What follows belongs to an exercise in optimizing a design on an open flow for small area, a short achievable clock period and few clock cycles per item; a production flow would make more cautious choices.
Where RTL was checked, it was by simulation tests only, not by an equivalence proof against the original.

==> v12: inputs <==
==> flow/design.v (excerpt) <==
module multiplier(
	input logic clk,
	input logic rst,
	input logic start_flag,
	input logic[15:0] a,
	input logic[15:0] b,
	output logic[31:0] result,
	output logic status
	);
Settings: LEC_CHECK=0, CAP_MARGIN=20, CORE_MARGIN=2, CORE_UTILIZATION=40, SLEW_MARGIN=20; clock period 4.0 ns.
run.sh (not shown) runs the stock make flow with config.mk's settings and CLKGATE_MAP_FILE= SYNTH_SCRIPT=/design/flow/synth_recipe.tcl, a recipe that flattens the netlist after the stock synthesis.
==> inputs of v11, as changes to v12 <==
--- a/flow/design.v
+++ b/flow/design.v
@@ -773,29 +773,23 @@
 	assign c380 = c374 & s377;
 	assign s381 = pp140 ^ pp158 ^ c378;
 	assign c382 = (pp140 & pp158) | (pp140 & c378) | (pp158 & c378);
 	assign s383 = ~pp159;
 	assign c384 = pp159;
 	logic[31:0] rs, rc;
 	assign rs = {1'b1, pp160, c382, c380, c376, c372, c366, c360, c352, c344, c334, c324, c312, c300, c286, c272, c258, c244, s241, c220, c210, s207, s197, s189, s181, s175, s169, s165, c162, pp24, pp5, pp4};
 	assign rc = {1'b0, c384, s383, s381, s379, s375, s371, s365, s359, s351, s343, s333, s323, s311, s299, s285, s271, s257, s243, s231, s219, s209, s199, s191, s183, s177, s171, s167, s163, s161, 1'b0, neg3};
-	logic[23:0] hs_q, hc_q;
-	logic[8:0] lo;
-	logic[7:0] lo_q;
-	logic cin_q;
-	assign lo = {1'b0, rs[7:0]} + {1'b0, rc[7:0]};
+	logic[31:0] hs_q, hc_q;
 	logic done;
 	always_ff @(posedge clk) begin
-		hs_q <= rs[31:8];
-		hc_q <= rc[31:8];
-		lo_q <= lo[7:0];
-		cin_q <= lo[8];
+		hs_q <= rs[31:0];
+		hc_q <= rc[31:0];
 	end
 	always_ff @(posedge clk or negedge rst) begin
 		if(~rst) done <= 1'b0;
 		else done <= start_flag;
 	end
-	logic[24:0] hi;
-	assign hi = {hs_q, 1'b1} + {hc_q, cin_q};
-	assign result = {hi[24:1], lo_q};
+	logic[32:0] hi;
+	assign hi = {hs_q, 1'b0} + {hc_q, 1'b0};
+	assign result = hi[32:1];
 	assign status = done;
 endmodule
==> flow/config.mk (replaced) <==
export PLATFORM = sky130hd
export DESIGN_NAME = multiplier
export DESIGN_NICKNAME = multiplier
export VERILOG_FILES = /design/flow/design.v
export SDC_FILE = /design/flow/constraint.sdc
export NUM_CORES = 4
export LEC_CHECK = 0
export ABC_AREA = 1
export CAP_MARGIN = 20
export CORE_MARGIN = 2
export CORE_UTILIZATION = 40
export SLEW_MARGIN = 20
==> summary.txt <==
In v12 the critical path depth is lower than in v11, by 1. Between v12 and v11, the lower final area is in v11 (gap about 14%, measured against v11). Of v12 and v11, v12 has the higher synthesized cell count (gap 22%, measured against v11). Non-clock buffer count: v11 is lower than v12 (79).
No run of this note included a check of the RTL's function; only the layout flow was run.


==> maple <==
multiplier, a different RTL version from the one above (not shown whole).
clock: 4.0 ns
lec_check: 0
cap_margin: 20
core_margin: 2
core_utilization: 40
gpl_timing_driven: 0
slew_margin: 20
synth_hierarchical: 1
==> inputs of lagoon, as changes to maple <==
==> flow/flow/run.sh (new file) <==
#!/bin/bash
set -euo pipefail
cd "$(dirname "$0")/.."
export BUFFER_PORTS_ARGS="-buffer_cell sky130_fd_sc_hd__buf_2"
bash standard.sh > make.log 2>&1
==> flow/standard.sh (new file) <==
#!/bin/bash
# synth_recipe.tcl (not shown) runs the flow's synth.tcl, then flattens the netlist and writes it again
# the make line also repeats each setting of config.mk as NAME=value (left out here)
make -C /OpenROAD-flow-scripts/flow DESIGN_CONFIG=/design/flow/config.mk WORK_HOME=/design/flow/orfs CLKGATE_MAP_FILE= SYNTH_SCRIPT=/design/flow/synth_recipe.tcl "${@:-finish}"
removed: flow/run.sh
==> impl_results.md <==
- Status: finished clean
- Routed WL per cell: 18.3 um
- Final Instance Area: 0.00959 sq mm
- Hpwl dp: 16700 um
- Slew @ Worst Pin: 0.867 ns
- Period Utilization, post-route: 98.7%
- Setup ws final: 0.0530 ns
- Vias: 5972
# the run above: lagoon

==> impl_results.md <==
- Status: finished clean
- Vias: 6206
- DRT Pass-1 Iters: 5
- Die area: 0.0215 sq mm
- Final Instance Area: 0.0105 sq mm
- Max cap viols: 0
- Hpwl dp: 16600 um
- Top Ports: 68
- Slew @ Worst Pin: 1.06 ns
- Setup ws final: 0.0562 ns
# the run above: maple

Function was not checked in any run of this note: the RTL went through the layout flow alone.


==> trial 42: inputs <==
multiplier, a different RTL version from the one above (not shown whole).
==> module multiplier, before the edit <==
module multiplier(
	input logic clk,
	input logic rst,
	input logic start_flag,
	input logic[15:0] a,
	input logic[15:0] b,
	output logic[31:0] result,
	output logic status
	);
	localparam n = 16;
	typedef enum logic [2:0] {IDLE, CHECK, SHIFT, COUNT_CHECK, DONE} state_t;
	logic[15:0] M;
	logic[15:0] Q;
	logic[16:0] regA;	 
	logic c0;
	logic[7:0] counter;
	state_t state;
	logic[34:0] organizer;
	assign organizer = {regA[16], regA, Q, c0};
	always@(posedge clk or negedge rst) begin
		if(~rst) begin
			state <= IDLE;
			M <= 0;
			Q <= 0;
			regA <= 0;
			c0 <= 0;
			counter <= 0;
		end
		else begin
			case(state)
				IDLE, DONE: begin
					if(start_flag) begin
						counter <= n;
						M <= a;
						Q <= b;
						regA <= 0;
						c0 <= 0;
						state <= CHECK;
					end
					else begin
						state <= IDLE;
					end
				end
				CHECK: begin
					if({Q[0], c0} == 2'b10) begin
						regA <= regA - {M[15], M};
					end
					else if({Q[0], c0} == 2'b01) begin
						regA <= regA + {M[15], M};
					end
					state <= SHIFT;
				end
				SHIFT: begin
					{regA, Q, c0} <= organizer[34:1];
					counter <= counter - 1;
					state <= COUNT_CHECK;
				end
				COUNT_CHECK: begin
					if(counter == 0) begin
						state <= DONE;
					end
					else begin
						state <= CHECK;
					end
				end
				default: begin
					state <= IDLE;
				end
			endcase
		end
	end
	assign status = (state == DONE);
	assign result = {regA[15:0], Q};
endmodule
clock: 4.0 ns
lec_check: 0
cap_margin: 20
core_margin: 2
core_utilization: 40
slew_margin: 20
Stock flow here: none of the scripts above is used.
==> trial 70: changes against trial 42 <==
==> flow/design.v (replaced) <==
module multiplier(
	input logic clk,
	input logic rst,
	input logic start_flag,
	input logic[15:0] a,
	input logic[15:0] b,
	output logic[31:0] result,
	output logic status
	);
	logic signed[15:0] sa, sb;
	logic[31:0] prod;
	logic done;
	assign sa = a;
	assign sb = b;
	always_ff @(posedge clk) begin
		prod <= sa * sb;
	end
	always_ff @(posedge clk or negedge rst) begin
		if(~rst) done <= 1'b0;
		else done <= start_flag;
	end
	assign result = prod;
	assign status = done;
endmodule
==> notes <==
Count of clock-buffer cells in the layout: trial 70 is lower than trial 42 (7). Against trial 42, the worst hold slack of trial 70 is better by 0.35 ns. Trial 42 passed the timing, design-rule and antenna checks. Trial 70 finished with setup timing left. Between trial 70 and trial 42, the lower global-route usage is in trial 42 (gap 3.1 points). Of trial 42 and trial 70, trial 70 has the higher cell count (gap 64%, measured against trial 70). In via count, trial 70 is at 2.6 times the value of trial 42. The final area of trial 70 is 3.2 times that of trial 42. Between trial 70 and trial 42, the lower sequential share of layout area is in trial 70 (gap 28 points). Worst setup slack: trial 42 is higher than trial 70 (2.7 ns). Between trial 42 and trial 70, the lower wire length is in trial 42 (gap about 70%, measured against trial 70). The area after synthesis of trial 70 is 2.7 times that of trial 42.
==> figures <==
item                                                                                                            trial 42          trial 70
Number of gates given a new drive strength after cts                                                                   0               304
Post-Place Worst Slack                                                                                         0.6541 ns         -2.926 ns
Run status                                                                              no timing/DRC/antenna violations   failed layout checks
Layout check failures                                                                                                  -      setup timing
Average wire per standard cell                                                                                  14.55 um          16.41 um
Max Freq                                                                                                      0.2966 GHz        0.1644 GHz
Total placed instance area                                                                                      4458 um2         13070 um2
Slack of the critical path                                                                                     0.6280 ns         -2.081 ns
Maximum cell stage delay along the critical path                                                                 0.49 ns           0.59 ns
Initial core utilization                                                                                          41.65%            40.73%
ClkCell Share                                                                                                     4.143%           0.9615%
Syn Area/Cell                                                                                                  8.464 um2         9.382 um2
Signal buffers                                                                                                        74               303
Seq area share                                                                                                    32.82%            4.487%
Post-layout minimum cycle time                                                                                  3.372 ns          6.081 ns
Critical Path Sink                                                                                  regA[13]$_DFFE_PN0P_  prod[30]$_DFF_P_
Width of the chip                                                                                               102.6 um          166.7 um
Row count                                                                                                             35                59
Cells after Synth                                                                                                    459              1128
Arithmetic-cell share of the synthesized area counting full adders, half adders and majority gates                6.634%            59.26%
Function was not checked in any run of this note: the RTL went through the layout flow alone.


==> run D: inputs <==
multiplier, a different RTL version from the one above (not shown whole).
Settings: LEC_CHECK=0, CAP_MARGIN=20, CORE_MARGIN=2, CORE_UTILIZATION=70, GPL_TIMING_DRIVEN=0, SLEW_MARGIN=20, SYNTH_HIERARCHICAL=1; clock period 4.0 ns.
standard.sh (not shown) runs the stock make flow with config.mk's settings and CLKGATE_MAP_FILE= SYNTH_SCRIPT=/design/flow/synth_recipe.tcl, a recipe that flattens the netlist after the stock synthesis.
==> flow/flow/run.sh <==
#!/bin/bash
set -euo pipefail
cd "$(dirname "$0")/.."
export BUFFER_PORTS_ARGS="-buffer_cell sky130_fd_sc_hd__buf_2"
bash standard.sh > make.log 2>&1
==> run C: changes against run D <==
--- a/flow/config.mk
+++ b/flow/config.mk
@@ -8,6 +8,8 @@
 export CAP_MARGIN = 20
 export CORE_MARGIN = 2
-export CORE_UTILIZATION = 70
+export CORE_UTILIZATION = 40
+export CTS_BUF_LIST = sky130_fd_sc_hd__clkbuf_2 sky130_fd_sc_hd__clkbuf_4
 export GPL_TIMING_DRIVEN = 0
+export SETUP_SLACK_MARGIN = 0.3
 export SLEW_MARGIN = 20
 export SYNTH_HIERARCHICAL = 1
==> run Y: changes against run D <==
--- a/flow/config.mk
+++ b/flow/config.mk
@@ -8,6 +8,7 @@
 export CAP_MARGIN = 20
 export CORE_MARGIN = 2
-export CORE_UTILIZATION = 70
+export CORE_UTILIZATION = 40
 export GPL_TIMING_DRIVEN = 0
+export SETUP_SLACK_MARGIN = 0.6
 export SLEW_MARGIN = 20
 export SYNTH_HIERARCHICAL = 1
==> run P: changes against run D <==
--- a/flow/config.mk
+++ b/flow/config.mk
@@ -8,5 +8,5 @@
 export CAP_MARGIN = 20
 export CORE_MARGIN = 2
-export CORE_UTILIZATION = 70
+export CORE_UTILIZATION = 40
 export GPL_TIMING_DRIVEN = 0
 export SLEW_MARGIN = 20
==> qor.txt <==
status: finished clean
Worst Path Buf+Inv: 3
die height: 139.1 um
clkbuf count: 10
area grow syn2layout: 27.03%
M1 WL: 8674 um
Core Region: 17,960 sq um
pre-CTS setup slack: -347.7 ps
met3 WL: 927 um
Slowest-stage cell, CP: dfxtp_1
[end of results for run Y]
==> qor.txt <==
Core Region: 17,960 sq um
met3 WL: 1036 um
status: finished clean
pre-CTS setup slack: -507.0 ps
post-route clock period utilization: 0.9293
met2 usage: 0.3085
M1 WL: 8041 um
buffers outside the clock class: 121
area grow syn2layout: 18.45%
Synth Area in Compound Gates: 0.2375
die height: 139.1 um
Worst Path Buf+Inv: 2
Ports: 68
clkbuf count: 11
[end of results for run C]
==> qor.txt <==
Core Region: 17,960 sq um
initial antenna violation count: 0
die height: 139.1 um
CTS Buf Count: 9
status: finished clean
asr flop ratio synth: 0.01613
Worst Path Buf+Inv: 2
M1 WL: 7841 um
sequential share of cell area: 0.1480
setup tns final: 0 ps
Slowest-stage cell, CP: ha_1
area grow syn2layout: 15.26%
Post-Route WL: 17,190 um
met3 WL: 878 um
buffers outside the clock class: 99
die span in x: 139.1 um
pre-CTS setup slack: -695.4 ps
[end of results for run P]
==> qor.txt <==
final number of max-transition violations: 0
setup tns final: 0 ps
dominant synthesized flop cell: dfxtp_1
area grow syn2layout: 12.25%
pre-CTS setup slack: -689.2 ps
Post-Route WL: 16,290 um
clkbuf count: 13
Core Region: 10,230 sq um
# Max-Cap Violations: 0
status: finished clean
Slowest-stage cell, CP: ha_1
M1 WL: 6957 um
Tmin final: 3863 ps
Worst Path Buf+Inv: 2
Synth top area share: 0.2385
die height: 106.1 um
[end of results for run D]
Testbench counts of run D, summed over its fixed seeds: cycles 1,608, items 1,600.
Testbench counts of run C, summed over its fixed seeds: cycles 1,608, items 1,600.
Testbench counts of run Y, summed over its fixed seeds: cycles 1,608, items 1,600.
Testbench counts of run P, summed over its fixed seeds: cycles 1,608, items 1,600.


==> v14 <==
Another version of the RTL of multiplier (not shown whole).
Settings: LEC_CHECK=0, CAP_MARGIN=20, CORE_MARGIN=2, CORE_UTILIZATION=80, GPL_TIMING_DRIVEN=1, SETUP_SLACK_MARGIN=0.3, SLEW_MARGIN=20, SYNTH_HIERARCHICAL=1; clock period 4.0 ns.
Scripts as last shown in full above: flow/flow/run.sh
==> v8: changes against v14 <==
==> flow/flow/run.sh (replaced) <==
#!/bin/bash
set -euo pipefail
cd "$(dirname "$0")/.."
export BUFFER_PORTS_ARGS="-buffer_cell sky130_fd_sc_hd__buf_1"
bash standard.sh > make.log 2>&1
CORE_UTILIZATION = 70   (was 80)
SETUP_SLACK_MARGIN = 0.4   (was 0.3)
==> v1: changes against v14 <==
CORE_UTILIZATION = 70   (was 80)
PLACE_DENSITY = 0.8   (was default)
SETUP_SLACK_MARGIN = 0.4   (was 0.3)
==> v29: changes against v14 <==
CORE_UTILIZATION = 70   (was 80)
SETUP_SLACK_MARGIN = 0.5   (was 0.3)
==> comparison <==
- In die area, v29 and v8 do not differ.
- Routed wire length: v1 < v8 < v29 < v14.
- Core utilization, lowest first: v1, v8, v29, v14.
- Global-route usage: v1 < v8 < v29 < v14.
- In area after synthesis, v29 and v14 do not differ.
==> figures <==
Run status: v29 complete, no violations; v1 complete, no violations; v14 complete, no violations; v8 complete, no violations
Count of plain and timing-repair buffers: v29 112; v1 103; v14 105; v8 122
Met1 usage: v29 0.454; v1 0.410; v14 0.525; v8 0.453
Multi-input logic portion of the cell area: v29 0.727; v1 0.732; v14 0.728; v8 0.718
First-pass GRT wire length: v29 29.4 mm; v1 27.4 mm; v14 30.9 mm; v8 28.7 mm
Rows: v29 36; v1 36; v14 34; v8 36
Clock buffer and inverter area fraction after layout: v29 0.0229; v1 0.0214; v14 0.0263; v8 0.0249
Final Routed Wirelength: v29 18.2 mm; v1 17.3 mm; v14 20.2 mm; v8 18.2 mm
Core outline area: v29 9820 um^2; v1 9820 um^2; v14 8680 um^2; v8 9820 um^2
Horizontal extent of the die: v29 105 um; v1 105 um; v14 98.3 um; v8 105 um
Placed cell areas: v29 7750 um^2; v1 7700 um^2; v14 7680 um^2; v8 7770 um^2
Testbench counts of v14, summed over its fixed seeds: cycles 1,608, items 1,600.
Testbench counts of v8, summed over its fixed seeds: cycles 1,608, items 1,600.
Testbench counts of v1, summed over its fixed seeds: cycles 1,608, items 1,600.
Testbench counts of v29, summed over its fixed seeds: cycles 1,608, items 1,600.


==> try-garnet <==
Starting RTL as in the previous note.
==> flow/design.v (excerpt) <==
module multiplier(
	input logic clk,
	input logic rst,
	input logic start_flag,
	input logic[15:0] a,
	input logic[15:0] b,
	output logic[31:0] result,
	output logic status
	);
clock: 4.0 ns
lec_check: 0
cap_margin: 20
core_margin: 2
core_utilization: 70
cts_buf_list: sky130_fd_sc_hd__clkbuf_4 sky130_fd_sc_hd__clkbuf_8
cts_cluster_size: 30
gpl_timing_driven: 1
setup_slack_margin: 0.3
slew_margin: 20
synth_hierarchical: 1
==> flow/flow/run.sh <==
#!/bin/bash
set -euo pipefail
cd "$(dirname "$0")/.."
export BUFFER_PORTS_ARGS="-buffer_cell sky130_fd_sc_hd__buf_2"
bash standard.sh > make.log 2>&1
==> inputs of try-tundra, as changes to try-garnet <==
--- a/flow/config.mk
+++ b/flow/config.mk
@@ -8,9 +8,8 @@
 export CAP_MARGIN = 20
 export CORE_MARGIN = 2
 export CORE_UTILIZATION = 70
-export CTS_BUF_LIST = sky130_fd_sc_hd__clkbuf_4 sky130_fd_sc_hd__clkbuf_8
-export CTS_CLUSTER_SIZE = 30
+export GPL_ROUTABILITY_DRIVEN = 0
 export GPL_TIMING_DRIVEN = 1
-export SETUP_SLACK_MARGIN = 0.3
+export SETUP_SLACK_MARGIN = 0.4
 export SLEW_MARGIN = 20
 export SYNTH_HIERARCHICAL = 1
==> flow_summary.json <==
{
  "status": "complete, no violations",
  "clock_area_share_pct": 2.73,
  "final_cell_mix": "xor2_1 (154), a22o_1 (128), fa_1 (91)"
}
That was try-garnet.
==> flow_summary.json <==
{
  "clock_area_share_pct": 2.47,
  "status": "complete, no violations",
  "grt_pass1_vias": 5666,
  "final_cell_mix": "xor2_1 (153), a22o_1 (128), fa_1 (91)"
}
That was try-tundra.
Testbench counts of try-garnet, summed over its fixed seeds: cycles 1,608, items 1,600.
Testbench counts of try-tundra, summed over its fixed seeds: cycles 1,608, items 1,600.

==> static timing again, ports no longer ideal <==
The flow's constraints put no driver on any port. The routed layouts listed below were extracted and timed again, unchanged, in two steps.
Step 1 sets driving cells, clkbuf_16 on the clock port and buf_2 on the other inputs (assumed; they add their load-dependent delay and slew).
Step 2 adds t to the input delays and takes it off the output delays; t is the mean of the earliest and latest rising clock arrival at the registers after step 1. Input paths then give back, and output paths get back, about the clock's delay inside the block.
Three values: ideal, step 1, step 2; two values: the first two.
run | shift t [ns] | setup slack, ns | worst setup path at the end | worst register clock-pin slew, ns | worst slew at a driven data input, ns
v12 | 0.338 | 0.077 / 0.097 / -0.241 | input to register | 0.08 / 0.08 | 0.05
v11 | 0.357 | 0.075 / 0.091 / -0.266 | input to register | 0.06 / 0.06 | 0.04
maple | 0.353 | 0.056 / 0.067 / -0.286 | input to register | 0.05 / 0.05 | 0.04
lagoon | 0.356 | 0.053 / 0.067 / -0.289 | input to register | 0.05 / 0.05 | 0.03
trial 42 | 0.372 | 0.628 / 0.628 / 0.628 | register to register | 0.08 / 0.08 | 0.04
trial 70 | 0.319 | -2.081 / -2.077 / -2.396 | input to register | 0.06 / 0.06 | 0.17
run D | 0.386 | 0.137 / 0.100 / -0.217 | input to register | 0.07 / 0.07 | 0.04
run C | 0.486 | 0.283 / 0.246 / -0.110 | input to register | 0.12 / 0.12 | 0.05
run Y | 0.382 | 0.428 / 0.385 / 0.253 | input to register | 0.06 / 0.06 | 0.07
run P | 0.381 | 0.151 / 0.107 / -0.206 | input to register | 0.05 / 0.05 | 0.05
v14 | 0.385 | 0.371 / 0.338 / 0.028 | input to register | 0.08 / 0.08 | 0.05
v8 | 0.387 | 0.477 / 0.442 / 0.113 | input to register | 0.08 / 0.08 | 0.04
v1 | 0.394 | 0.513 / 0.477 / 0.137 | input to register | 0.08 / 0.08 | 0.03
v29 | 0.395 | 0.548 / 0.521 / 0.167 | input to register | 0.08 / 0.08 | 0.04
try-garnet | 0.388 | 0.397 / 0.411 / 0.023 | input to register | 0.08 / 0.08 | 0.04
try-tundra | 0.381 | 0.491 / 0.456 / 0.126 | input to register | 0.08 / 0.08 | 0.04
With both steps, setup timing fails in 7 of these runs, where it was met with ideal ports. The setup slack of run C, which loses most, moves by -0.037 ns with the drivers and by -0.393 ns with both steps.
